Background: an optimization exercise with open tools, aiming at small area, a short achievable clock period and few clock cycles per item. Do not read the settings as production practice. In this exercise RTL edits were held to simulation tests only and were not proved equivalent to the original. Power and IR drop assume default switching activity.

run 1:
==> flow/design.v (excerpt) <==
module cnn_topCore (
    clk             ,
    reset_n         ,
    i_soft_reset    ,
    i_in_valid      ,
    i_in_kind       ,
    i_in_data       ,
    o_in_ready      ,
    o_ot_valid      ,
    o_ot_data       ,
    i_ot_ready
    );
clock: 10.0 ns
lec_check: 0
cap_margin: 20
core_margin: 2
core_utilization: 40
slew_margin: 20
synth_hierarchical: 1
synth_minimum_keep_size: 0
standard.sh (not shown) runs the stock make flow with config.mk's settings and CLKGATE_MAP_FILE= SYNTH_SCRIPT=/design/flow/synth_recipe.tcl, a recipe that flattens the netlist after the stock synthesis.
==> flow/flow/run.sh <==
#!/bin/bash
set -o pipefail
cp standard.sh standard_sh.txt
export SETUP_SLACK_MARGIN=${MARGIN:-6.3}
bash standard.sh > standard.log 2>&1
Per the final summary, run 1 finished and its layout is clean on timing, DRC and antenna.
Testbench counts of run 1, summed over its fixed seeds: cycles 3,416, images 128.
## Diff of input files: run 2 against run 1
==> flow/flow/run.sh <==
#!/bin/bash
set -o pipefail
cp standard.sh standard_sh.txt
export SETUP_SLACK_MARGIN=${MARGIN:-6.7}
bash standard.sh > standard.log 2>&1
## What came out
- Of run 2 and run 1, it is run 2 that has the higher design area.
- Diff run 1 -> run 2 | count of buffer and inverter cells on the critical path | increase of 3
- Compared with run 1, run 2 shows a lower fraction of the cycle the final worst path needs.
- Synthesis-to-finish area growth (higher): run 2
- In run 2 the number of global-route vias before repair turned out about 8% higher than in run 1.
- Run 2 ends up with a instance area at placement that is 0.31% higher than in run 1.
- Run 2 against run 1: routed wire length up 21%; combinational fraction of design power up 5.1 points.
- Run 2 ended with more clock buffer count from CTS than run 1.
- Going from run 1 to run 2, total routing resource utilization after global routing higher, hold slack lower.
diff inputs: run 2 => run 3
==> flow/flow/run.sh <==
#!/bin/bash
set -o pipefail
cp standard.sh standard_sh.txt
export SETUP_SLACK_MARGIN=${MARGIN:-6.5}
bash standard.sh > standard.log 2>&1
Run 2 → run 3: layout overhead on the synthesized area went down; cell area went down; combined global-route utilization of all metal layers went down.
Diff run 2 -> run 3: number of ordinary and repair buffers in the finished layout -42%; worst path required time +0.03 ns.
Between run 2 and run 3, the flow reports total power decreasing by a few percent.
Compared to run 2, the router laid down less metal wire for run 3.
Compared to run 2, run 3 leaves more free space in the core.

---

## wip/ember
cnn_topCore again, from the RTL that the note above started with.
Settings: LEC_CHECK=0, CAP_MARGIN=20, CORE_MARGIN=2, CORE_UTILIZATION=40, SLEW_MARGIN=20, SYNTH_HIERARCHICAL=1, SYNTH_MINIMUM_KEEP_SIZE=0; clock period 10.0 ns.
==> flow/flow/run.sh <==
#!/bin/bash
set -o pipefail
cp standard.sh standard_sh.txt
export SETUP_SLACK_MARGIN=${MARGIN:-6.0}
bash standard.sh > standard.log 2>&1
Testbench counts of wip/ember, summed over its fixed seeds: cycles 3,416, images 128.
Input-level comparison between wip/delta and wip/ember:
--- a/flow/flow/run.sh
+++ b/flow/flow/run.sh
@@ -4 +4 @@
-export SETUP_SLACK_MARGIN=${MARGIN:-6.0}
+export SETUP_SLACK_MARGIN=${MARGIN:-6.2}
### Flow results
As far as critical path required time is concerned, wip/delta and wip/ember perform about the same.
Switching portion of total power: wip/delta vs wip/ember, no meaningful difference
A end point of the critical path of u11.r1_1[9] is what wip/delta shows, while u10.r1_1[8] belongs to wip/ember.
Maximum ir drop on the vdd rail up about 0.8% in wip/delta wrt wip/ember
[compare] base=wip/ember new=wip/delta: ratio of final minimum period to clock period lost 2.3 points, register fraction of the total cell area neither gained nor lost much.
Relative to wip/delta, the following input files were edited for wip/sierra:
--- a/flow/flow/run.sh
+++ b/flow/flow/run.sh
@@ -4 +4 @@
-export SETUP_SLACK_MARGIN=${MARGIN:-6.2}
+export SETUP_SLACK_MARGIN=${MARGIN:-6.4}
--- outcome ---
wip/sierra: no failed stages, no open violations at the end
Sort wip/sierra and wip/delta by fraction of final layout cells with drive strength greater than 1 desc -> top: wip/sierra
wip/sierra reports a higher combinational fraction of design power than wip/delta does.
STATUS total power: wip/sierra loses against wip/delta
wip/delta → wip/sierra: buffering overhead now larger; routability congestion estimate from global placement decreased 0.0096.

## what the ideal ports hide
The flow's constraints put no driver on any port. The routed layouts listed below were extracted and timed again, unchanged, in two steps.
Step 1: set_driving_cell puts a clkbuf_16 on clk and a buf_2 on each other input, an assumption about the parent block.
Step 2, shift: input delay + t, output delay - t, t = (earliest + latest rising clock arrival at the registers) / 2. This alone moves slack from input paths to output paths.
Three values: no drivers, after step 1, after step 2; two values: the first two.
run	t, ns	slack for setup (ns)	hold WS [ns]	worst setup path after step 2	pins driven straight from the clock port
run 1	1.008	6.320 / 6.255 / 5.687	0.397 / 0.397 / 0.397	input to register	1
run 2	1.024	6.415 / 6.371 / 5.859	0.389 / 0.389 / 0.389	input to register	1
run 3	1.044	6.435 / 6.378 / 5.730	0.378 / 0.378 / 0.378	input to register	1
wip/ember	1.003	6.020 / 6.020 / 5.426	0.399 / 0.399 / 0.399	input to register	1
wip/delta	1.008	6.245 / 6.160 / 5.515	0.398 / 0.398 / 0.398	input to register	1
wip/sierra	1.018	6.356 / 6.354 / 5.729	0.395 / 0.395 / 0.395	input to register	1
After both steps every run listed still meets setup and hold. The setup slack of wip/delta, which loses most, moves by -0.085 ns with the drivers and by -0.730 ns with both steps.
